Background: an optimization exercise with open tools, aiming at small area. Do not read the settings as production practice.
Function was checked by simulation only, so behaviour that the tests miss may differ from the original.
Power is estimated from default activity; no workload was simulated.

$ cat design.v
module SatTruncFP
  #(
    parameter	NB_XI  	= 20,
    parameter	NBF_XI	= 12,
    parameter	NB_XO	= 8,
    parameter	NBF_XO	= 6
    )
   (
    input [(NB_XI)-1:0]  i_data,
    output [(NB_XO)-1:0] o_data
    );
   localparam	NBI_XI	=	NB_XI	-	NBF_XI;
   localparam	NBI_XO	=	NB_XO	-	NBF_XO;
   wire [NB_XO-1:0] 	 aux_Sat;
   wire [NBF_XO-1:0] 	 aux_trunc;
   wire 		 condicion;
   wire [NB_XO-1:0] 	 resultado1;
   wire [NB_XO-1:0] 	 resultado2;
	generate
	   if (NBF_XI >= NBF_XO)
	     begin
		assign	aux_trunc = i_data[(NBF_XI-1):(NBF_XI - NBF_XO)];
	     end
	   else
	     begin
		assign	aux_trunc = {i_data[NBF_XI-1:0],{(NBF_XO - NBF_XI){1'b0}}};
	     end
	   if (NBI_XI > NBI_XO)
	     begin
		assign	condicion		=	(i_data[(NB_XI-2)-:(NBI_XI-NBI_XO)] == {(NBI_XI-NBI_XO){i_data[NB_XI-1]}});
		assign	resultado1		=	{i_data[(NB_XI-1)],{(NB_XO-1){~i_data[(NB_XI-1)]}}};
		assign	resultado2		=	{i_data[(NB_XI-1)],i_data[NBF_XI +:NBI_XO-1],aux_trunc};
		assign	aux_Sat			=	condicion	?	resultado2	:	resultado1;
	     end
	   else
	     begin
		if (NBI_XO == NBI_XI)
                  assign  aux_Sat = {i_data[(NB_XI-1)-:NBI_XI],aux_trunc};
		else
		  assign  aux_Sat	= {{(NBI_XO - NBI_XI){i_data[NB_XI-1]}},i_data[(NB_XI-1)-:NBI_XI],aux_trunc};
	     end
	endgenerate
   assign	o_data=aux_Sat;
endmodule
module filtro_fir
  #(
    parameter WW_INPUT  = 8,
    parameter WW_OUTPUT = 8
    )
   (
    input                         clk,
    input                         i_en,
    input                         i_srst,
    input  signed [ WW_INPUT-1:0] i_data,
    output signed [WW_OUTPUT-1:0] o_data
    );
  reg  [7:0] d1;  wire [7:0] dn1;
  reg  [7:0] d2;  wire [7:0] dn2;
  reg  [7:0] d3;  wire [7:0] dn3;
  reg  [7:0] d4;  wire [7:0] dn4;
  reg  [7:0] d5;  wire [7:0] dn5;
  reg  [7:0] d6;  wire [7:0] dn6;
  reg  [7:0] d7;  wire [7:0] dn7;
  reg  [7:0] d8;  wire [7:0] dn8;
  reg  [7:0] d9;  wire [7:0] dn9;
  reg  [7:0] d10;  wire [7:0] dn10;
  reg  [7:0] d11;  wire [7:0] dn11;
  reg  [7:0] d12;  wire [7:0] dn12;
  reg  [7:0] d13;  wire [7:0] dn13;
  reg  [7:0] d14;  wire [7:0] dn14;
  wire ld = i_en & ~i_srst;     
  wire hd = ~i_en & ~i_srst;    
  wire hs = ~ld;                
  wire ls = ~hd;                
  wire f266 = ~i_data[0];
  fir_dl_k1 u_dl1_0 (.hs(hs), .ls(ls), .a(f266), .q(d1[0]), .n(dn1[0]));
  wire f267 = ~i_data[1];
  fir_dl_k1 u_dl1_1 (.hs(hs), .ls(ls), .a(f267), .q(d1[1]), .n(dn1[1]));
  wire f268 = ~i_data[2];
  fir_dl_k1 u_dl1_2 (.hs(hs), .ls(ls), .a(f268), .q(d1[2]), .n(dn1[2]));
  wire f269 = ~i_data[3];
  fir_dl_k1 u_dl1_3 (.hs(hs), .ls(ls), .a(f269), .q(d1[3]), .n(dn1[3]));
  wire f270 = ~i_data[4];
  fir_dl_k1 u_dl1_4 (.hs(hs), .ls(ls), .a(f270), .q(d1[4]), .n(dn1[4]));
  wire f271 = ~i_data[5];
  fir_dl_k1 u_dl1_5 (.hs(hs), .ls(ls), .a(f271), .q(d1[5]), .n(dn1[5]));
  wire f272 = ~i_data[6];
  fir_dl_k1 u_dl1_6 (.hs(hs), .ls(ls), .a(f272), .q(d1[6]), .n(dn1[6]));
  fir_dl_k0 u_dl1_7 (.ld(ld), .hd(hd), .a(i_data[7]), .q(d1[7]), .n(dn1[7]));
  fir_dl_k1 u_dl2_0 (.hs(hs), .ls(ls), .a(d1[0]), .q(d2[0]), .n(dn2[0]));
  fir_dl_k1 u_dl2_1 (.hs(hs), .ls(ls), .a(d1[1]), .q(d2[1]), .n(dn2[1]));
  fir_dl_k1 u_dl2_2 (.hs(hs), .ls(ls), .a(d1[2]), .q(d2[2]), .n(dn2[2]));
  fir_dl_k1 u_dl2_3 (.hs(hs), .ls(ls), .a(d1[3]), .q(d2[3]), .n(dn2[3]));
  fir_dl_k1 u_dl2_4 (.hs(hs), .ls(ls), .a(d1[4]), .q(d2[4]), .n(dn2[4]));
  fir_dl_k1 u_dl2_5 (.hs(hs), .ls(ls), .a(d1[5]), .q(d2[5]), .n(dn2[5]));
  fir_dl_k1 u_dl2_6 (.hs(hs), .ls(ls), .a(d1[6]), .q(d2[6]), .n(dn2[6]));
  fir_dl_k0 u_dl2_7 (.ld(ld), .hd(hd), .a(d1[7]), .q(d2[7]), .n(dn2[7]));
  fir_dl_k1 u_dl3_0 (.hs(hs), .ls(ls), .a(d2[0]), .q(d3[0]), .n(dn3[0]));
  fir_dl_k1 u_dl3_1 (.hs(hs), .ls(ls), .a(d2[1]), .q(d3[1]), .n(dn3[1]));
  fir_dl_k1 u_dl3_2 (.hs(hs), .ls(ls), .a(d2[2]), .q(d3[2]), .n(dn3[2]));
  fir_dl_k1 u_dl3_3 (.hs(hs), .ls(ls), .a(d2[3]), .q(d3[3]), .n(dn3[3]));
  fir_dl_k1 u_dl3_4 (.hs(hs), .ls(ls), .a(d2[4]), .q(d3[4]), .n(dn3[4]));
  fir_dl_k1 u_dl3_5 (.hs(hs), .ls(ls), .a(d2[5]), .q(d3[5]), .n(dn3[5]));
  fir_dl_k1 u_dl3_6 (.hs(hs), .ls(ls), .a(d2[6]), .q(d3[6]), .n(dn3[6]));
  fir_dl_k0 u_dl3_7 (.ld(ld), .hd(hd), .a(d2[7]), .q(d3[7]), .n(dn3[7]));
  wire f273 = ~d3[0];
  fir_dl_k0 u_dl4_0 (.ld(ld), .hd(hd), .a(f273), .q(d4[0]), .n(dn4[0]));
  wire f274 = ~d3[1];
  fir_dl_k0 u_dl4_1 (.ld(ld), .hd(hd), .a(f274), .q(d4[1]), .n(dn4[1]));
  wire f275 = ~d3[2];
  fir_dl_k0 u_dl4_2 (.ld(ld), .hd(hd), .a(f275), .q(d4[2]), .n(dn4[2]));
  wire f276 = ~d3[3];
  fir_dl_k0 u_dl4_3 (.ld(ld), .hd(hd), .a(f276), .q(d4[3]), .n(dn4[3]));
  wire f277 = ~d3[4];
  fir_dl_k0 u_dl4_4 (.ld(ld), .hd(hd), .a(f277), .q(d4[4]), .n(dn4[4]));
  wire f278 = ~d3[5];
  fir_dl_k0 u_dl4_5 (.ld(ld), .hd(hd), .a(f278), .q(d4[5]), .n(dn4[5]));
  wire f279 = ~d3[6];
  fir_dl_k0 u_dl4_6 (.ld(ld), .hd(hd), .a(f279), .q(d4[6]), .n(dn4[6]));
  wire f280 = ~d3[7];
  fir_dl_k1 u_dl4_7 (.hs(hs), .ls(ls), .a(f280), .q(d4[7]), .n(dn4[7]));
  fir_dl_k0 u_dl5_0 (.ld(ld), .hd(hd), .a(d4[0]), .q(d5[0]), .n(dn5[0]));
  fir_dl_k0 u_dl5_1 (.ld(ld), .hd(hd), .a(d4[1]), .q(d5[1]), .n(dn5[1]));
  fir_dl_k0 u_dl5_2 (.ld(ld), .hd(hd), .a(d4[2]), .q(d5[2]), .n(dn5[2]));
  fir_dl_k0 u_dl5_3 (.ld(ld), .hd(hd), .a(d4[3]), .q(d5[3]), .n(dn5[3]));
  fir_dl_k0 u_dl5_4 (.ld(ld), .hd(hd), .a(d4[4]), .q(d5[4]), .n(dn5[4]));
  fir_dl_k0 u_dl5_5 (.ld(ld), .hd(hd), .a(d4[5]), .q(d5[5]), .n(dn5[5]));
  fir_dl_k0 u_dl5_6 (.ld(ld), .hd(hd), .a(d4[6]), .q(d5[6]), .n(dn5[6]));
  fir_dl_k1 u_dl5_7 (.hs(hs), .ls(ls), .a(d4[7]), .q(d5[7]), .n(dn5[7]));
  fir_dl_k0 u_dl6_0 (.ld(ld), .hd(hd), .a(d5[0]), .q(d6[0]), .n(dn6[0]));
  fir_dl_k0 u_dl6_1 (.ld(ld), .hd(hd), .a(d5[1]), .q(d6[1]), .n(dn6[1]));
  fir_dl_k0 u_dl6_2 (.ld(ld), .hd(hd), .a(d5[2]), .q(d6[2]), .n(dn6[2]));
  fir_dl_k0 u_dl6_3 (.ld(ld), .hd(hd), .a(d5[3]), .q(d6[3]), .n(dn6[3]));
  fir_dl_k0 u_dl6_4 (.ld(ld), .hd(hd), .a(d5[4]), .q(d6[4]), .n(dn6[4]));
  fir_dl_k0 u_dl6_5 (.ld(ld), .hd(hd), .a(d5[5]), .q(d6[5]), .n(dn6[5]));
  fir_dl_k0 u_dl6_6 (.ld(ld), .hd(hd), .a(d5[6]), .q(d6[6]), .n(dn6[6]));
  fir_dl_k1 u_dl6_7 (.hs(hs), .ls(ls), .a(d5[7]), .q(d6[7]), .n(dn6[7]));
  fir_dl_k0 u_dl7_0 (.ld(ld), .hd(hd), .a(d6[0]), .q(d7[0]), .n(dn7[0]));
  fir_dl_k0 u_dl7_1 (.ld(ld), .hd(hd), .a(d6[1]), .q(d7[1]), .n(dn7[1]));
  fir_dl_k0 u_dl7_2 (.ld(ld), .hd(hd), .a(d6[2]), .q(d7[2]), .n(dn7[2]));
  fir_dl_k0 u_dl7_3 (.ld(ld), .hd(hd), .a(d6[3]), .q(d7[3]), .n(dn7[3]));
  fir_dl_k0 u_dl7_4 (.ld(ld), .hd(hd), .a(d6[4]), .q(d7[4]), .n(dn7[4]));
  fir_dl_k0 u_dl7_5 (.ld(ld), .hd(hd), .a(d6[5]), .q(d7[5]), .n(dn7[5]));
  fir_dl_k0 u_dl7_6 (.ld(ld), .hd(hd), .a(d6[6]), .q(d7[6]), .n(dn7[6]));
  fir_dl_k1 u_dl7_7 (.hs(hs), .ls(ls), .a(d6[7]), .q(d7[7]), .n(dn7[7]));
  fir_dl_k0 u_dl8_0 (.ld(ld), .hd(hd), .a(d7[0]), .q(d8[0]), .n(dn8[0]));
  fir_dl_k0 u_dl8_1 (.ld(ld), .hd(hd), .a(d7[1]), .q(d8[1]), .n(dn8[1]));
  fir_dl_k0 u_dl8_2 (.ld(ld), .hd(hd), .a(d7[2]), .q(d8[2]), .n(dn8[2]));
  fir_dl_k0 u_dl8_3 (.ld(ld), .hd(hd), .a(d7[3]), .q(d8[3]), .n(dn8[3]));
  fir_dl_k0 u_dl8_4 (.ld(ld), .hd(hd), .a(d7[4]), .q(d8[4]), .n(dn8[4]));
  fir_dl_k0 u_dl8_5 (.ld(ld), .hd(hd), .a(d7[5]), .q(d8[5]), .n(dn8[5]));
  fir_dl_k0 u_dl8_6 (.ld(ld), .hd(hd), .a(d7[6]), .q(d8[6]), .n(dn8[6]));
  fir_dl_k1 u_dl8_7 (.hs(hs), .ls(ls), .a(d7[7]), .q(d8[7]), .n(dn8[7]));
  fir_dl_k0 u_dl9_0 (.ld(ld), .hd(hd), .a(d8[0]), .q(d9[0]), .n(dn9[0]));
  fir_dl_k0 u_dl9_1 (.ld(ld), .hd(hd), .a(d8[1]), .q(d9[1]), .n(dn9[1]));
  fir_dl_k0 u_dl9_2 (.ld(ld), .hd(hd), .a(d8[2]), .q(d9[2]), .n(dn9[2]));
  fir_dl_k0 u_dl9_3 (.ld(ld), .hd(hd), .a(d8[3]), .q(d9[3]), .n(dn9[3]));
  fir_dl_k0 u_dl9_4 (.ld(ld), .hd(hd), .a(d8[4]), .q(d9[4]), .n(dn9[4]));
  fir_dl_k0 u_dl9_5 (.ld(ld), .hd(hd), .a(d8[5]), .q(d9[5]), .n(dn9[5]));
  fir_dl_k0 u_dl9_6 (.ld(ld), .hd(hd), .a(d8[6]), .q(d9[6]), .n(dn9[6]));
  fir_dl_k1 u_dl9_7 (.hs(hs), .ls(ls), .a(d8[7]), .q(d9[7]), .n(dn9[7]));
  fir_dl_k0 u_dl10_0 (.ld(ld), .hd(hd), .a(d9[0]), .q(d10[0]), .n(dn10[0]));
  fir_dl_k0 u_dl10_1 (.ld(ld), .hd(hd), .a(d9[1]), .q(d10[1]), .n(dn10[1]));
  fir_dl_k0 u_dl10_2 (.ld(ld), .hd(hd), .a(d9[2]), .q(d10[2]), .n(dn10[2]));
  fir_dl_k0 u_dl10_3 (.ld(ld), .hd(hd), .a(d9[3]), .q(d10[3]), .n(dn10[3]));
  fir_dl_k0 u_dl10_4 (.ld(ld), .hd(hd), .a(d9[4]), .q(d10[4]), .n(dn10[4]));
  fir_dl_k0 u_dl10_5 (.ld(ld), .hd(hd), .a(d9[5]), .q(d10[5]), .n(dn10[5]));
  fir_dl_k0 u_dl10_6 (.ld(ld), .hd(hd), .a(d9[6]), .q(d10[6]), .n(dn10[6]));
  fir_dl_k1 u_dl10_7 (.hs(hs), .ls(ls), .a(d9[7]), .q(d10[7]), .n(dn10[7]));
  fir_dl_k0 u_dl11_0 (.ld(ld), .hd(hd), .a(d10[0]), .q(d11[0]), .n(dn11[0]));
  fir_dl_k0 u_dl11_1 (.ld(ld), .hd(hd), .a(d10[1]), .q(d11[1]), .n(dn11[1]));
  fir_dl_k0 u_dl11_2 (.ld(ld), .hd(hd), .a(d10[2]), .q(d11[2]), .n(dn11[2]));
  fir_dl_k0 u_dl11_3 (.ld(ld), .hd(hd), .a(d10[3]), .q(d11[3]), .n(dn11[3]));
  fir_dl_k0 u_dl11_4 (.ld(ld), .hd(hd), .a(d10[4]), .q(d11[4]), .n(dn11[4]));
  fir_dl_k0 u_dl11_5 (.ld(ld), .hd(hd), .a(d10[5]), .q(d11[5]), .n(dn11[5]));
  fir_dl_k0 u_dl11_6 (.ld(ld), .hd(hd), .a(d10[6]), .q(d11[6]), .n(dn11[6]));
  fir_dl_k1 u_dl11_7 (.hs(hs), .ls(ls), .a(d10[7]), .q(d11[7]), .n(dn11[7]));
  wire f281 = ~d11[0];
  fir_dl_k1 u_dl12_0 (.hs(hs), .ls(ls), .a(f281), .q(d12[0]), .n(dn12[0]));
  wire f282 = ~d11[1];
  fir_dl_k1 u_dl12_1 (.hs(hs), .ls(ls), .a(f282), .q(d12[1]), .n(dn12[1]));
  wire f283 = ~d11[2];
  fir_dl_k1 u_dl12_2 (.hs(hs), .ls(ls), .a(f283), .q(d12[2]), .n(dn12[2]));
  wire f284 = ~d11[3];
  fir_dl_k1 u_dl12_3 (.hs(hs), .ls(ls), .a(f284), .q(d12[3]), .n(dn12[3]));
  wire f285 = ~d11[4];
  fir_dl_k1 u_dl12_4 (.hs(hs), .ls(ls), .a(f285), .q(d12[4]), .n(dn12[4]));
  wire f286 = ~d11[5];
  fir_dl_k1 u_dl12_5 (.hs(hs), .ls(ls), .a(f286), .q(d12[5]), .n(dn12[5]));
  wire f287 = ~d11[6];
  fir_dl_k1 u_dl12_6 (.hs(hs), .ls(ls), .a(f287), .q(d12[6]), .n(dn12[6]));
  wire f288 = ~d11[7];
  fir_dl_k0 u_dl12_7 (.ld(ld), .hd(hd), .a(f288), .q(d12[7]), .n(dn12[7]));
  fir_dl_k1 u_dl13_0 (.hs(hs), .ls(ls), .a(d12[0]), .q(d13[0]), .n(dn13[0]));
  fir_dl_k1 u_dl13_1 (.hs(hs), .ls(ls), .a(d12[1]), .q(d13[1]), .n(dn13[1]));
  fir_dl_k1 u_dl13_2 (.hs(hs), .ls(ls), .a(d12[2]), .q(d13[2]), .n(dn13[2]));
  fir_dl_k1 u_dl13_3 (.hs(hs), .ls(ls), .a(d12[3]), .q(d13[3]), .n(dn13[3]));
  fir_dl_k1 u_dl13_4 (.hs(hs), .ls(ls), .a(d12[4]), .q(d13[4]), .n(dn13[4]));
  fir_dl_k1 u_dl13_5 (.hs(hs), .ls(ls), .a(d12[5]), .q(d13[5]), .n(dn13[5]));
  fir_dl_k1 u_dl13_6 (.hs(hs), .ls(ls), .a(d12[6]), .q(d13[6]), .n(dn13[6]));
  fir_dl_k0 u_dl13_7 (.ld(ld), .hd(hd), .a(d12[7]), .q(d13[7]), .n(dn13[7]));
  fir_dl_k1 u_dl14_0 (.hs(hs), .ls(ls), .a(d13[0]), .q(d14[0]), .n(dn14[0]));
  fir_dl_k1 u_dl14_1 (.hs(hs), .ls(ls), .a(d13[1]), .q(d14[1]), .n(dn14[1]));
  fir_dl_k1 u_dl14_2 (.hs(hs), .ls(ls), .a(d13[2]), .q(d14[2]), .n(dn14[2]));
  fir_dl_k1 u_dl14_3 (.hs(hs), .ls(ls), .a(d13[3]), .q(d14[3]), .n(dn14[3]));
  fir_dl_k1 u_dl14_4 (.hs(hs), .ls(ls), .a(d13[4]), .q(d14[4]), .n(dn14[4]));
  fir_dl_k1 u_dl14_5 (.hs(hs), .ls(ls), .a(d13[5]), .q(d14[5]), .n(dn14[5]));
  fir_dl_k1 u_dl14_6 (.hs(hs), .ls(ls), .a(d13[6]), .q(d14[6]), .n(dn14[6]));
  fir_dl_k0 u_dl14_7 (.ld(ld), .hd(hd), .a(d13[7]), .q(d14[7]), .n(dn14[7]));
  always @(posedge clk) begin
    d1 <= dn1;
    d2 <= dn2;
    d3 <= dn3;
    d4 <= dn4;
    d5 <= dn5;
    d6 <= dn6;
    d7 <= dn7;
    d8 <= dn8;
    d9 <= dn9;
    d10 <= dn10;
    d11 <= dn11;
    d12 <= dn12;
    d13 <= dn13;
    d14 <= dn14;
  end
  wire s1, c2;
  fir_ha u_s1 (.a(d4[0]), .b(d10[0]), .s(s1), .co(c2));
  wire s3, c4;
  fir_fa u_s3 (.a(d4[1]), .b(d10[1]), .c(c2), .s(s3), .co(c4));
  wire s5, c6;
  fir_fa u_s5 (.a(d4[2]), .b(d10[2]), .c(c4), .s(s5), .co(c6));
  wire s7, c8;
  fir_fa u_s7 (.a(d4[3]), .b(d10[3]), .c(c6), .s(s7), .co(c8));
  wire s9, c10;
  fir_fa u_s9 (.a(d4[4]), .b(d10[4]), .c(c8), .s(s9), .co(c10));
  wire s11, c12;
  fir_fa u_s11 (.a(d4[5]), .b(d10[5]), .c(c10), .s(s11), .co(c12));
  wire s13, c14;
  fir_fa u_s13 (.a(d4[6]), .b(d10[6]), .c(c12), .s(s13), .co(c14));
  wire s15, c16;
  fir_fa u_s15 (.a(d4[7]), .b(d10[7]), .c(c14), .s(s15), .co(c16));
  wire s17, c18;
  fir_ha u_s17 (.a(d6[0]), .b(d8[0]), .s(s17), .co(c18));
  wire s19, c20;
  fir_fa u_s19 (.a(d6[1]), .b(d8[1]), .c(c18), .s(s19), .co(c20));
  wire s21, c22;
  fir_fa u_s21 (.a(d6[2]), .b(d8[2]), .c(c20), .s(s21), .co(c22));
  wire s23, c24;
  fir_fa u_s23 (.a(d6[3]), .b(d8[3]), .c(c22), .s(s23), .co(c24));
  wire s25, c26;
  fir_fa u_s25 (.a(d6[4]), .b(d8[4]), .c(c24), .s(s25), .co(c26));
  wire s27, c28;
  fir_fa u_s27 (.a(d6[5]), .b(d8[5]), .c(c26), .s(s27), .co(c28));
  wire s29, c30;
  fir_fa u_s29 (.a(d6[6]), .b(d8[6]), .c(c28), .s(s29), .co(c30));
  wire s31, c32;
  fir_fa u_s31 (.a(d6[7]), .b(d8[7]), .c(c30), .s(s31), .co(c32));
  wire i33 = ~s17;
  wire s34, c35;
  fir_ha u_s34 (.a(s1), .b(i33), .s(s34), .co(c35));
  wire i36 = ~s19;
  wire s37, c38;
  fir_fa u_s37 (.a(s3), .b(i36), .c(c35), .s(s37), .co(c38));
  wire i39 = ~s21;
  wire s40, c41;
  fir_fa u_s40 (.a(s5), .b(i39), .c(c38), .s(s40), .co(c41));
  wire i42 = ~s23;
  wire s43, c44;
  fir_fa u_s43 (.a(s7), .b(i42), .c(c41), .s(s43), .co(c44));
  wire i45 = ~s25;
  wire s46, c47;
  fir_fa u_s46 (.a(s9), .b(i45), .c(c44), .s(s46), .co(c47));
  wire i48 = ~s27;
  wire s49, c50;
  fir_fa u_s49 (.a(s11), .b(i48), .c(c47), .s(s49), .co(c50));
  wire i51 = ~s29;
  wire s52, c53;
  fir_fa u_s52 (.a(s13), .b(i51), .c(c50), .s(s52), .co(c53));
  wire i54 = ~s31;
  wire s55, c56;
  fir_fa u_s55 (.a(s15), .b(i54), .c(c53), .s(s55), .co(c56));
  wire i57 = ~c32;
  wire s58, c59;
  fir_fa u_s58 (.a(c16), .b(i57), .c(c56), .s(s58), .co(c59));
  wire s60, c61;
  fir_fa u_s60 (.a(d1[0]), .b(d2[0]), .c(d12[0]), .s(s60), .co(c61));
  wire s62, c63;
  fir_xnor u_s62 (.a(d13[0]), .b(d14[0]), .y(s62));
  fir_or u_c63 (.a(d13[0]), .b(d14[0]), .y(c63));
  wire s64, c65;
  fir_fa u_s64 (.a(s62), .b(s60), .c(s34), .s(s64), .co(c65));
  wire s66, c67;
  fir_fa u_s66 (.a(d1[1]), .b(d2[1]), .c(d12[1]), .s(s66), .co(c67));
  wire s68, c69;
  fir_fa u_s68 (.a(d13[1]), .b(d14[1]), .c(c63), .s(s68), .co(c69));
  wire s70, c71;
  fir_fa u_s70 (.a(c61), .b(s66), .c(s34), .s(s70), .co(c71));
  wire s72, c73;
  fir_fa u_s72 (.a(s68), .b(c65), .c(s70), .s(s72), .co(c73));
  wire i74 = ~i_data[1];
  wire s75, c76;
  fir_fa u_s75 (.a(i74), .b(s37), .c(s72), .s(s75), .co(c76));
  wire s77, c78;
  fir_fa u_s77 (.a(d1[2]), .b(d2[2]), .c(d12[2]), .s(s77), .co(c78));
  wire s79, c80;
  fir_fa u_s79 (.a(d13[2]), .b(d14[2]), .c(c67), .s(s79), .co(c80));
  wire s81, c82;
  fir_fa u_s81 (.a(s77), .b(c69), .c(s79), .s(s81), .co(c82));
  wire s83, c84;
  fir_fa u_s83 (.a(c71), .b(s81), .c(s37), .s(s83), .co(c84));
  wire s85, c86;
  fir_fa u_s85 (.a(c73), .b(s40), .c(s83), .s(s85), .co(c86));
  wire i87 = ~i_data[2];
  wire s88, c89;
  fir_fa u_s88 (.a(i87), .b(c76), .c(s85), .s(s88), .co(c89));
  wire s90, c91;
  fir_fa u_s90 (.a(d1[3]), .b(d2[3]), .c(d12[3]), .s(s90), .co(c91));
  wire s92, c93;
  fir_fa u_s92 (.a(d13[3]), .b(d14[3]), .c(d5[0]), .s(s92), .co(c93));
  wire s94, c95;
  fir_fa u_s94 (.a(d9[0]), .b(c78), .c(s90), .s(s94), .co(c95));
  wire s96, c97;
  fir_fa u_s96 (.a(s92), .b(c80), .c(s94), .s(s96), .co(c97));
  wire i98 = ~c82;
  wire s99, c100;
  fir_ha u_s99 (.a(i_data[3]), .b(i98), .s(s99), .co(c100));
  wire s101, c102;
  fir_fa u_s101 (.a(s96), .b(s40), .c(c84), .s(s101), .co(c102));
  wire s103, c104;
  fir_fa u_s103 (.a(s43), .b(c86), .c(s101), .s(s103), .co(c104));
  wire i105 = ~s99;
  wire s106, c107;
  fir_fa u_s106 (.a(i105), .b(c89), .c(s103), .s(s106), .co(c107));
  wire s108, c109;
  fir_fa u_s108 (.a(d1[4]), .b(d2[4]), .c(d12[4]), .s(s108), .co(c109));
  wire s110, c111;
  fir_fa u_s110 (.a(d13[4]), .b(d14[4]), .c(d5[1]), .s(s110), .co(c111));
  wire s112, c113;
  fir_fa u_s112 (.a(d9[1]), .b(d7[0]), .c(s17), .s(s112), .co(c113));
  wire s114, c115;
  fir_fa u_s114 (.a(c91), .b(c93), .c(s108), .s(s114), .co(c115));
  wire s116, c117;
  fir_fa u_s116 (.a(s110), .b(s112), .c(c95), .s(s116), .co(c117));
  wire s118, c119;
  fir_fa u_s118 (.a(s114), .b(c97), .c(s116), .s(s118), .co(c119));
  wire s120, c121;
  fir_fa u_s120 (.a(s118), .b(s43), .c(c102), .s(s120), .co(c121));
  wire s122, c123;
  fir_fa u_s122 (.a(s46), .b(c104), .c(s120), .s(s122), .co(c123));
  wire i124 = ~c107;
  wire s125, c126;
  fir_fa u_s125 (.a(i_data[4]), .b(c100), .c(i124), .s(s125), .co(c126));
  wire s127, c128;
  fir_fa u_s127 (.a(d1[5]), .b(d2[5]), .c(d12[5]), .s(s127), .co(c128));
  wire s129, c130;
  fir_fa u_s129 (.a(d13[5]), .b(d14[5]), .c(d5[2]), .s(s129), .co(c130));
  wire s131, c132;
  fir_fa u_s131 (.a(d9[2]), .b(d7[1]), .c(c109), .s(s131), .co(c132));
  wire s133, c134;
  fir_fa u_s133 (.a(c111), .b(s127), .c(s129), .s(s133), .co(c134));
  wire s135, c136;
  fir_fa u_s135 (.a(c113), .b(s19), .c(c115), .s(s135), .co(c136));
  wire s137, c138;
  fir_fa u_s137 (.a(s131), .b(s133), .c(c117), .s(s137), .co(c138));
  wire s139, c140;
  fir_fa u_s139 (.a(s135), .b(c119), .c(s137), .s(s139), .co(c140));
  wire s141, c142;
  fir_fa u_s141 (.a(s139), .b(s46), .c(c121), .s(s141), .co(c142));
  wire s143, c144;
  fir_fa u_s143 (.a(s49), .b(c123), .c(s141), .s(s143), .co(c144));
  wire i145 = ~s143;
  wire s146, c147;
  fir_fa u_s146 (.a(i_data[5]), .b(i145), .c(c126), .s(s146), .co(c147));
  wire s148, c149;
  fir_fa u_s148 (.a(d1[6]), .b(d2[6]), .c(d12[6]), .s(s148), .co(c149));
  wire s150, c151;
  fir_fa u_s150 (.a(d13[6]), .b(d14[6]), .c(d5[3]), .s(s150), .co(c151));
  wire s152, c153;
  fir_fa u_s152 (.a(d9[3]), .b(d7[2]), .c(c128), .s(s152), .co(c153));
  wire s154, c155;
  fir_fa u_s154 (.a(c130), .b(s148), .c(s150), .s(s154), .co(c155));
  wire s156, c157;
  fir_fa u_s156 (.a(c132), .b(c134), .c(s152), .s(s156), .co(c157));
  wire s158, c159;
  fir_fa u_s158 (.a(s154), .b(s21), .c(c136), .s(s158), .co(c159));
  wire s160, c161;
  fir_fa u_s160 (.a(s156), .b(c138), .c(s158), .s(s160), .co(c161));
  wire i162 = ~i_data[6];
  wire s163, c164;
  fir_fa u_s163 (.a(i162), .b(c140), .c(s160), .s(s163), .co(c164));
  wire s165, c166;
  fir_fa u_s165 (.a(s163), .b(s49), .c(c142), .s(s165), .co(c166));
  wire s167, c168;
  fir_fa u_s167 (.a(s52), .b(c144), .c(s165), .s(s167), .co(c168));
  wire s169, c170;
  fir_fa u_s169 (.a(d1[7]), .b(d2[7]), .c(d12[7]), .s(s169), .co(c170));
  wire s171, c172;
  fir_fa u_s171 (.a(d13[7]), .b(d14[7]), .c(d5[4]), .s(s171), .co(c172));
  wire s173, c174;
  fir_fa u_s173 (.a(d9[4]), .b(d7[3]), .c(c149), .s(s173), .co(c174));
  wire s175, c176;
  fir_fa u_s175 (.a(c151), .b(s169), .c(s171), .s(s175), .co(c176));
  wire s177, c178;
  fir_fa u_s177 (.a(c153), .b(c155), .c(s173), .s(s177), .co(c178));
  wire s179, c180;
  fir_fa u_s179 (.a(s175), .b(i_data[7]), .c(c157), .s(s179), .co(c180));
  wire s181, c182;
  fir_fa u_s181 (.a(s177), .b(s23), .c(c159), .s(s181), .co(c182));
  wire s183, c184;
  fir_fa u_s183 (.a(s179), .b(c161), .c(s181), .s(s183), .co(c184));
  wire s185, c186;
  fir_fa u_s185 (.a(c164), .b(s183), .c(s52), .s(s185), .co(c186));
  wire s187, c188;
  fir_fa u_s187 (.a(c166), .b(s55), .c(c168), .s(s187), .co(c188));
  wire s189, c190;
  fir_fa u_s189 (.a(d5[5]), .b(d9[5]), .c(d7[4]), .s(s189), .co(c190));
  wire s191, c192;
  fir_fa u_s191 (.a(c170), .b(c172), .c(s189), .s(s191), .co(c192));
  wire s193, c194;
  fir_fa u_s193 (.a(c174), .b(c176), .c(s191), .s(s193), .co(c194));
  wire s195, c196;
  fir_fa u_s195 (.a(c178), .b(s193), .c(c180), .s(s195), .co(c196));
  wire s197, c198;
  fir_fa u_s197 (.a(s25), .b(c182), .c(s195), .s(s197), .co(c198));
  wire s199, c200;
  fir_xnor u_s199 (.a(c184), .b(s197), .y(s199));
  fir_or u_c200 (.a(c184), .b(s197), .y(c200));
  wire s201, c202;
  fir_fa u_s201 (.a(s199), .b(s55), .c(c186), .s(s201), .co(c202));
  wire s203, c204;
  fir_fa u_s203 (.a(s58), .b(c188), .c(s201), .s(s203), .co(c204));
  wire s205, c206;
  fir_fa u_s205 (.a(d5[6]), .b(d9[6]), .c(d7[5]), .s(s205), .co(c206));
  wire s207, c208;
  fir_xnor u_s207 (.a(c190), .b(s205), .y(s207));
  fir_or u_c208 (.a(c190), .b(s205), .y(c208));
  wire s209, c210;
  fir_fa u_s209 (.a(s207), .b(c192), .c(c194), .s(s209), .co(c210));
  wire s211, c212;
  fir_fa u_s211 (.a(s209), .b(c196), .c(s27), .s(s211), .co(c212));
  wire s213, c214;
  fir_fa u_s213 (.a(c198), .b(s211), .c(c200), .s(s213), .co(c214));
  wire s215, c216;
  fir_fa u_s215 (.a(s213), .b(c59), .c(s58), .s(s215), .co(c216));
  wire s217, c218;
  fir_fa u_s217 (.a(d5[7]), .b(d9[7]), .c(d7[6]), .s(s217), .co(c218));
  wire s219, c220;
  fir_xnor u_s219 (.a(c206), .b(s217), .y(s219));
  fir_or u_c220 (.a(c206), .b(s217), .y(c220));
  wire s221, c222;
  fir_fa u_s221 (.a(c208), .b(s219), .c(c210), .s(s221), .co(c222));
  wire s223, c224;
  fir_fa u_s223 (.a(s221), .b(s29), .c(c212), .s(s223), .co(c224));
  wire s225, c226;
  fir_fa u_s225 (.a(s223), .b(c214), .c(c59), .s(s225), .co(c226));
  wire s227, c228;
  fir_fa u_s227 (.a(d7[7]), .b(c218), .c(c220), .s(s227), .co(c228));
  wire s229, c230;
  fir_fa u_s229 (.a(s227), .b(c222), .c(s31), .s(s229), .co(c230));
  wire s231, c232;
  fir_ha u_s231 (.a(c224), .b(s229), .s(s231), .co(c232));
  wire s233, c234;
  fir_xnor u_s233 (.a(c228), .b(c32), .y(s233));
  fir_or u_c234 (.a(c228), .b(c32), .y(c234));
  wire s235, c236;
  fir_fa u_s235 (.a(s233), .b(c230), .c(c232), .s(s235), .co(c236));
  wire c237 = ~i_data[0] & s64;
  wire c238 = s75 & c237;
  wire c239 = s88 & c238;
  wire c240 = s106 & c239;
  wire c241;
  fir_maj u_c241 (.a(s122), .b(~s125), .c(c240), .y(c241));
  wire c242 = ~s146 & c241;
  reg  r1r0_6;
  reg  r1r1_6;
  reg  r1r0_7;
  reg  r1r1_7;
  reg  r1r0_8;
  reg  r1r0_9;
  reg  r1r1_9;
  reg  r1r2_9;
  reg  r1r0_10;
  reg  r1r1_10;
  reg  r1r0_11;
  reg  r1r1_11;
  reg  r1r0_12;
  reg  r1r0_13;
  reg  r1r1_13;
  reg  r1c;
  always @(posedge clk) begin
    r1r0_6 <= s167;
    r1r1_6 <= ~c147;
    r1r0_7 <= s185;
    r1r1_7 <= s187;
    r1r0_8 <= s203;
    r1r0_9 <= c202;
    r1r1_9 <= c204;
    r1r2_9 <= s215;
    r1r0_10 <= c216;
    r1r1_10 <= s225;
    r1r0_11 <= s231;
    r1r1_11 <= c226;
    r1r0_12 <= s235;
    r1r0_13 <= c234;
    r1r1_13 <= c236;
    r1c <= c242;
  end
  wire s243, c244;
  fir_fa u_s243 (.a(r1r0_6), .b(r1r1_6), .c(r1c), .s(s243), .co(c244));
  wire s245, c246;
  fir_fa u_s245 (.a(r1r0_7), .b(r1r1_7), .c(c244), .s(s245), .co(c246));
  wire s247, c248;
  fir_ha u_s247 (.a(r1r0_8), .b(c246), .s(s247), .co(c248));
  wire s249, c250;
  fir_fa u_s249 (.a(r1r0_9), .b(r1r1_9), .c(r1r2_9), .s(s249), .co(c250));
  wire s251, c252;
  fir_ha u_s251 (.a(c248), .b(s249), .s(s251), .co(c252));
  wire s253, c254;
  fir_fa u_s253 (.a(r1r0_10), .b(r1r1_10), .c(c250), .s(s253), .co(c254));
  wire s255, c256;
  fir_ha u_s255 (.a(c252), .b(s253), .s(s255), .co(c256));
  wire s257, c258;
  fir_fa u_s257 (.a(r1r0_11), .b(r1r1_11), .c(c254), .s(s257), .co(c258));
  wire s259, c260;
  fir_ha u_s259 (.a(c256), .b(s257), .s(s259), .co(c260));
  wire s261, c262;
  fir_fa u_s261 (.a(r1r0_12), .b(c258), .c(c260), .s(s261), .co(c262));
  wire s263, c264;
  fir_fa u_s263 (.a(r1r0_13), .b(r1r1_13), .c(c262), .s(s263), .co(c264));
  wire i265 = ~c264;
  wire [8:0] q = {i265, s263, s261, s259, s255, s251, s247, s245, s243};
  wire po  = q[7] & ~q[8];
  wire nno = q[7] | ~q[8];      
  wire [7:0] sat;
  assign sat[7] = q[8];
  fir_satbit u_sat [6:0] (.s(q[6:0]), .po(po), .nno(nno), .y(sat[6:0]));
  reg  [7:0] r2, r3;
  always @(posedge clk) begin
    r2 <= sat;
    r3 <= r2;
  end
  assign o_data = r3;
endmodule
module fir_fa (input a, input b, input c, output s, output co);
  assign s  = a ^ b ^ c;
  assign co = (a & b) | (c & (a ^ b));
endmodule
module fir_ha (input a, input b, output s, output co);
  assign s  = a ^ b;
  assign co = a & b;
endmodule
module fir_maj (input a, input b, input c, output y);
  assign y = (a & b) | (c & (a | b));
endmodule
module fir_xnor (input a, input b, output y);
  assign y = ~(a ^ b);
endmodule
module fir_or (input a, input b, output y);
  assign y = a | b;
endmodule
module fir_satbit (input s, input po, input nno, output y);
  assign y = (s | po) & nno;
endmodule
module fir_dl_k0 (input ld, input hd, input a, input q, output n);   
  assign n = (ld & a) | (hd & q);
endmodule
module fir_dl_k1 (input hs, input ls, input a, input q, output n);   
  assign n = (a | hs) & (q | ls);
endmodule
$ cat flow/run.sh
#!/bin/bash
# Layout flow: the standard flow (standard.sh) with three changes to how the
# layout is built; the standard synthesis itself runs unchanged.
#  1. After synthesis, remap_flips.py folds each inverter that feeds only a delay-line
#     bit cell into that cell (inv_1 + a22o_1 -> a2bb2o_1, inv_1 + o22a_1 -> o2bb2a_1).
#     Registers are not touched.  Yosys proves the new netlist equivalent to the
#     synthesized one; if it cannot, the synthesized netlist is used as is.
#  2. Clock tree synthesis without dummy loads (clock buffers clkbuf_2/clkbuf_4).
#  3. Port buffers of the smallest buffer cell.
# Logs: synth.log (synthesis), remap.log, equiv.log, standard.log (the rest of the
# flow); ORFS's per-step logs are under orfs/logs.
set -euo pipefail
RES=$PWD/orfs/results/$FLOW_PLATFORM/filtro_fir/base
LIB=$FLOW_HOME/platforms/$FLOW_PLATFORM/lib/sky130_fd_sc_hd__tt_025C_1v80.lib
bash standard.sh synth > synth.log 2>&1
cp "$RES/1_2_yosys.v" "$RES/1_2_yosys.std.v"
python3 flow/remap_flips.py "$RES/1_2_yosys.std.v" "$RES/1_2_yosys.remap.v" > remap.log 2>&1
if yosys -q -p "read_liberty -ignore_miss_func $LIB; read_verilog $RES/1_2_yosys.std.v; rename $FLOW_TOP gold; read_verilog $RES/1_2_yosys.remap.v; rename $FLOW_TOP gate; equiv_make gold gate equiv; equiv_simple -seq 2; equiv_status -assert" > equiv.log 2>&1; then
  echo "remapped netlist proven equivalent; using it" >> remap.log
  cp "$RES/1_2_yosys.remap.v" "$RES/1_2_yosys.v"
  rm -f "$RES/1_synth.odb" "$RES/1_synth.sdc"
else
  echo "equivalence not proven; keeping the synthesized netlist" >> remap.log
fi
bash standard.sh \
  CTS_ARGS="-sink_clustering_enable -repair_clock_nets -dont_use_dummy_load -sink_clustering_size 20 -sink_clustering_max_diameter 60 -buf_list {sky130_fd_sc_hd__clkbuf_2 sky130_fd_sc_hd__clkbuf_4}" \
  BUFFER_PORTS_ARGS="-buffer_cell sky130_fd_sc_hd__buf_1" \
  finish > standard.log 2>&1
$ cat flow/remap_flips.py
#!/usr/bin/env python3
"""Fold the inverter in front of a delay-line bit cell into the cell.

A delay-line bit that loads the inverse of the previous entry is synthesized as
inv_1 + a22o_1 (n = ld&~a | hd&q) or inv_1 + o22a_1 (n = (~a|hs) & (q|ls)).
sky130 has these functions as single cells: a2bb2o_1 (~A1_N&~A2_N | B1&B2) with
A2_N = hs = ~ld, and o2bb2a_1 ((~A1_N|~A2_N) & (B1|B2)) with A2_N = ld = ~hs.
Only combinational cells change; every register keeps its name and cell.
usage: remap_flips.py IN.v OUT.v
"""
import re, sys

src = open(sys.argv[1]).read()
inst_re = re.compile(r'(\n  (sky130_fd_sc_hd__\w+) (\S+) \((.*?)\n  \);)', re.S)
pin_re = re.compile(r'\.(\w+)\(([^()]*?)\)')
insts = []
for m in inst_re.finditer(src):
    pins = {p: n.strip() for p, n in pin_re.findall(m.group(4))}
    insts.append({'text': m.group(1), 'cell': m.group(2), 'name': m.group(3), 'pins': pins})
OUTS = {'X', 'Y', 'Q', 'Q_N', 'SUM', 'COUT', 'HI', 'LO'}
loads = {}
driver = {}
for it in insts:
    for p, n in it['pins'].items():
        if p in OUTS: driver[n] = it
        else: loads.setdefault(n, []).append((it, p))
# nets ld and hs (ld = i_en & ~i_srst, hs = ~ld) come from the RTL; the flow checks the
# result for equivalence with the synthesized netlist afterwards.
if not ('ld' in driver and 'hs' in driver):
    sys.stderr.write('remap_flips: nets ld/hs not found; netlist left as is\n')
    open(sys.argv[2], 'w').write(src); sys.exit(0)

def esc(n):
    return n + ' ' if n.startswith('\\') else n

out = src
n_done = 0
for it in insts:
    if it['cell'] not in ('sky130_fd_sc_hd__a22o_1', 'sky130_fd_sc_hd__o22a_1'): continue
    p = it['pins']
    want = 'ld' if it['cell'].endswith('a22o_1') else 'hs'
    pairs = [('A1', 'A2'), ('B1', 'B2')]
    found = None
    for x, y in pairs:
        for dp, cp in ((x, y), (y, x)):
            f = p[dp]; dinv = driver.get(f)
            if p[cp] == want and dinv is not None and dinv['cell'] == 'sky130_fd_sc_hd__inv_1' \
               and len(loads.get(f, [])) == 1 and f not in ('ld', 'hs', 'hd', 'ls'):
                other = [q for q in pairs if q != (x, y)][0]
                found = (dinv, dinv['pins']['A'], p[other[0]], p[other[1]])
    if not found: continue
    dinv, a, o1, o2 = found
    if it['cell'].endswith('a22o_1'):
        new = (f"\n  sky130_fd_sc_hd__a2bb2o_1 {it['name']} (\n    .A1_N({esc(a)}),\n    .A2_N(hs),\n"
               f"    .B1({esc(o1)}),\n    .B2({esc(o2)}),\n    .X({esc(p['X'])})\n  );")
    else:
        new = (f"\n  sky130_fd_sc_hd__o2bb2a_1 {it['name']} (\n    .A1_N({esc(a)}),\n    .A2_N(ld),\n"
               f"    .B1({esc(o1)}),\n    .B2({esc(o2)}),\n    .X({esc(p['X'])})\n  );")
    out = out.replace(it['text'], new, 1)
    out = out.replace(dinv['text'], '', 1)
    n_done += 1
sys.stderr.write(f'remap_flips: folded {n_done} inverters\n')
open(sys.argv[2], 'w').write(out)
$ cat standard.sh
#!/bin/bash
# synth_recipe.tcl (not shown) runs the flow's synth.tcl, then flattens the netlist and writes it again
# the make line also repeats each setting of config.mk as NAME=value (left out here)
make -C /OpenROAD-flow-scripts/flow DESIGN_CONFIG=/design/flow/config.mk WORK_HOME=/design/flow/orfs CLKGATE_MAP_FILE= SYNTH_SCRIPT=/design/flow/synth_recipe.tcl "${@:-finish}"
$ cat config.mk
export PLATFORM = sky130hd
export DESIGN_NAME = filtro_fir
export DESIGN_NICKNAME = filtro_fir
export VERILOG_FILES = /design/flow/design.v
export SDC_FILE = /design/flow/constraint.sdc
export NUM_CORES = 4
export LEC_CHECK = 0
export CAP_MARGIN = 20
export CORE_MARGIN = 2
export CORE_UTILIZATION = 55
export CTS_BUF_LIST = sky130_fd_sc_hd__clkbuf_2 sky130_fd_sc_hd__clkbuf_4
export CTS_CLUSTER_DIAMETER = 60
export CTS_CLUSTER_SIZE = 20
export SLEW_MARGIN = 20
export SYNTH_HIERARCHICAL = 1
export SYNTH_MINIMUM_KEEP_SIZE = 0
$ cat constraint.sdc
create_clock -name core_clock -period 5.5 [get_ports {clk}]
set_input_delay 1.1000 -clock core_clock [delete_from_list [all_inputs] [get_ports {clk}]]
set_output_delay 1.1000 -clock core_clock [all_outputs]
set_load 0.01 [all_outputs]
==> flow_summary.ini <==
[route]
ant_nets = 0
vias_per_cell = 5.52
wl_per_cell_um = 17.9
vias = 3412
wirelength_um = 11100
drc_errors = 0
drtIter0Drc = 127
firstDrtPassIters = 4

[min_path]
holdCritPathClass = reg -> reg

[cells_and_area]
areaGrowthSynthToFinish_pct = 6.06
final_cell_mix = dfxtp_1, fa_1, a22o_1, o22a_1, inv_1
fin_util_pct = 60.0
fin_area_mm2 = 0.00685
final_nets = 603
final_common_cell = dfxtp_1
fillers = 953
drive_gt1_share_pct = 4.85

[sta]
max_slew_margin_pct = 31.1
grt_setup_unrepaired = false
setup_viol = 0
hold_violations = 0
post-route-period-util_pct = 96.2
worst_clock_skew_ps = 26.9
drv_slew = 0
worst_pin_slew_ps = 1030
fmax_mhz = 189
period_needed_ps = 5290
tns_ps = 0

[status]
status = complete, no violations

[clocking]
cts_sinks = 144
ctsHtreeMaxLevel = 4
clk_transition_reported_paths_ps = 90
clk_latency_ps = 530
cts_max_path_buffers = 2
ctsHoldBuffers = 0
cts_root_buf = clkbuf_4
numCtsBuffers = 17
cts_resized = 0
cts_tree = done
postCtsSetupBuffers = 0

[worst_setup_path]
arrival_ps = 5680
slowest_stage = fa_1
criticalPathCategory = reg -> reg
crit_chain = fa_1 > fa_1 > fa_1 > fa_1 > fa_1 > fa_1 > fa_1 > fa_1 > fa_1 > fa_1 > fa_1
cpMostUsedCell = fa_1
cp_top_family = adder cells
cpPeakStageDelay_ps = 510
critPathMaxFanout = 3
cp.required_ps = 5890
endpoint_kind = register
cp.buffers_inverters = 0
start_kind = register

[yosys]
yosys.area_share.simple_pct = 1.28
syn_area_mm2 = 0.00646
synth_fa_ha_area_share_pct = 35.1
synth_cell_types = 17
syn_inst = 438
synth.area.top_cells = dfxtp_1, fa_1, a22o_1
synthMuxAreaShare_pct = 0
synth_nets = 565
synth_compound_area_share_pct = 16.0
syn_avg_cell_area_um2 = 14.8
yosysTopAreaCell = dfxtp_1
synth_xor_area_share_pct = 0.678
ys_ff_latch = 144
yosysSeqAreaShare_pct = 44.6
yosysTopAreaCellShare_pct = 44.6
synth_top_family_by_area = adder cells
ys_warn_count = 7

[placed_design]
dp_hpwl_um = 8330
io_buffer_count = 18
place_congestion = 0.779
detailed_place.area_mm2 = 0.00672

[global_route]
grt_max_degree = 63
track_usage_pct = 20.1
grt_first_pass_wirelength_um = 19100
antenna_found_initial = 1
grt_pass1_vias = 3781
grt-ovfl-total = 0

[run]
maxCapViolations = 0

[floorplan]
core_mm2 = 0.0114
ios = 19
die_h_um = 112
rows = 39
die_area_mm2 = 0.0126
die_w_um = 112
start_util_pct = 56.6

[power_and_ir_drop]
peakVddDrop_v = 0.000299
power.density_mw_per_mm2 = 303
p_leak_nw = 2.63
[per-layer routing]
layer | vias up | part of all wire [%] | track usage, % | wire [um]
met3 | 24 | 3.4 | 6.75 | 373
met1 | 1732 | 43 | 25.2 | 4790
li1 | 1612 | - | - | -
met5 | - | 0 | 0 | 0
met4 | 0 | 2.6 | 8.05 | 285
met2 | 44 | 51 | 32.6 | 5630
[per-module statistics from Yosys, one instance, submodules excluded, a selection]
module | copies in the design | area, um^2 | flip-flops and latches
filtro_fir | 1 | 3090 | 144
fir_satbit | 7 | 7.51 | 0
fir_fa | 107 | 20.0 | 0
fir_dl_k0 | 62 | 8.76 | 0
fir_ha | 9 | 12.5 | 0
fir_maj | 1 | 11.3 | 0
fir_xnor | 5 | 8.76 | 0
[power by group]
part	switching (mW)	internal [mW]	leakage (nW)
clock network	0.301	0.141	0.0782
logic	0.236	0.208	1.38
registers	0.0372	1.15	1.17
total	0.574	1.50	2.63
[through the flow]
stage	total power [mW]	instances	hold WS, ps	setup WS [ps]
final	2.08	618	331	208
after global routing	2.23	618	346	10.1
after CTS	2.11	617	332	165
after detailed placement	1.67	600	313	188
after global placement	1.67	600	312	235
after floorplan	1.54	438	310	338
[final timing paths]
kind / from / endpoint / slack, ps / cells after the start
setup / recovery: d1[1] / r1r0_8 / 210 / 11
hold / removal: r2[2] / r3[2] / 330 / 0
hold reg to reg: r2[2] / r3[2] / 330 / 0
setup reg to reg: d1[1] / r1r0_8 / 210 / 11
[worst reg2reg max path, cell delays in order (launching register included)]
cell	delay, ps
dfxtp_1	350
fa_1	440
fa_1	510
fa_1	440
fa_1	480
fa_1	410
fa_1	420
fa_1	420
fa_1	430
fa_1	410
fa_1	400
fa_1	460
[layout make-up]
class	count	area, um^2	area share, %
antenna	1	2.50	0.0365
clock buffer	17	128	1.86
inverter	41	154	2.25
multi-input combinational	253	3430	50.1
sequential	144	2880	42.1
tap	143	179	2.61
timing repair buffer	19	75.1	1.10
[Yosys cell counts]
cell type	n
dfxtp_1	144
fa_1	107
a22o_1	62
o22a_1	50
inv_1	40
ha_1	9
o21a_1	7
or2_1	6
xnor2_1	5
and2_1	1
inv_2	1
maj3_2	1
nand2b_1	1
nand3_1	1
nor2b_1	1
nor3b_2	1
or2_4	1
[cell families (layout without fill, tap and decap cells)]
group           Yosys count  in the layout
fa+ha+maj               117            117
other cells               0              1
buf+inv                  41             77
flops                   144            144
xor+xnor                  5              5
compound gates          119            119
simple gates             12             12

==> what the ideal ports hide <==
The results above use ideal ports. As a check the final layout listed here was re-extracted and re-timed, cells and wires unchanged.
Step 1 sets driving cells, clkbuf_16 on the clock port and buf_2 on the other inputs (assumed; they add their load-dependent delay and slew).
Step 2 also shifts input and output timing later by t, the mid clock arrival at the registers, as if the neighbouring blocks saw the same clock.
a / b / c = ideal ports / drivers / drivers and shift; a / b = the first two.
t (ns): 0.551
setup slack, ns: 0.208 / 0.208 / 0.208
hold WS [ns]: 0.331 / 0.331 / 0.331
After both steps setup and hold are still met in this run. The setup slack of this run moves by 0.000 ns with the drivers and by 0.000 ns with both steps.
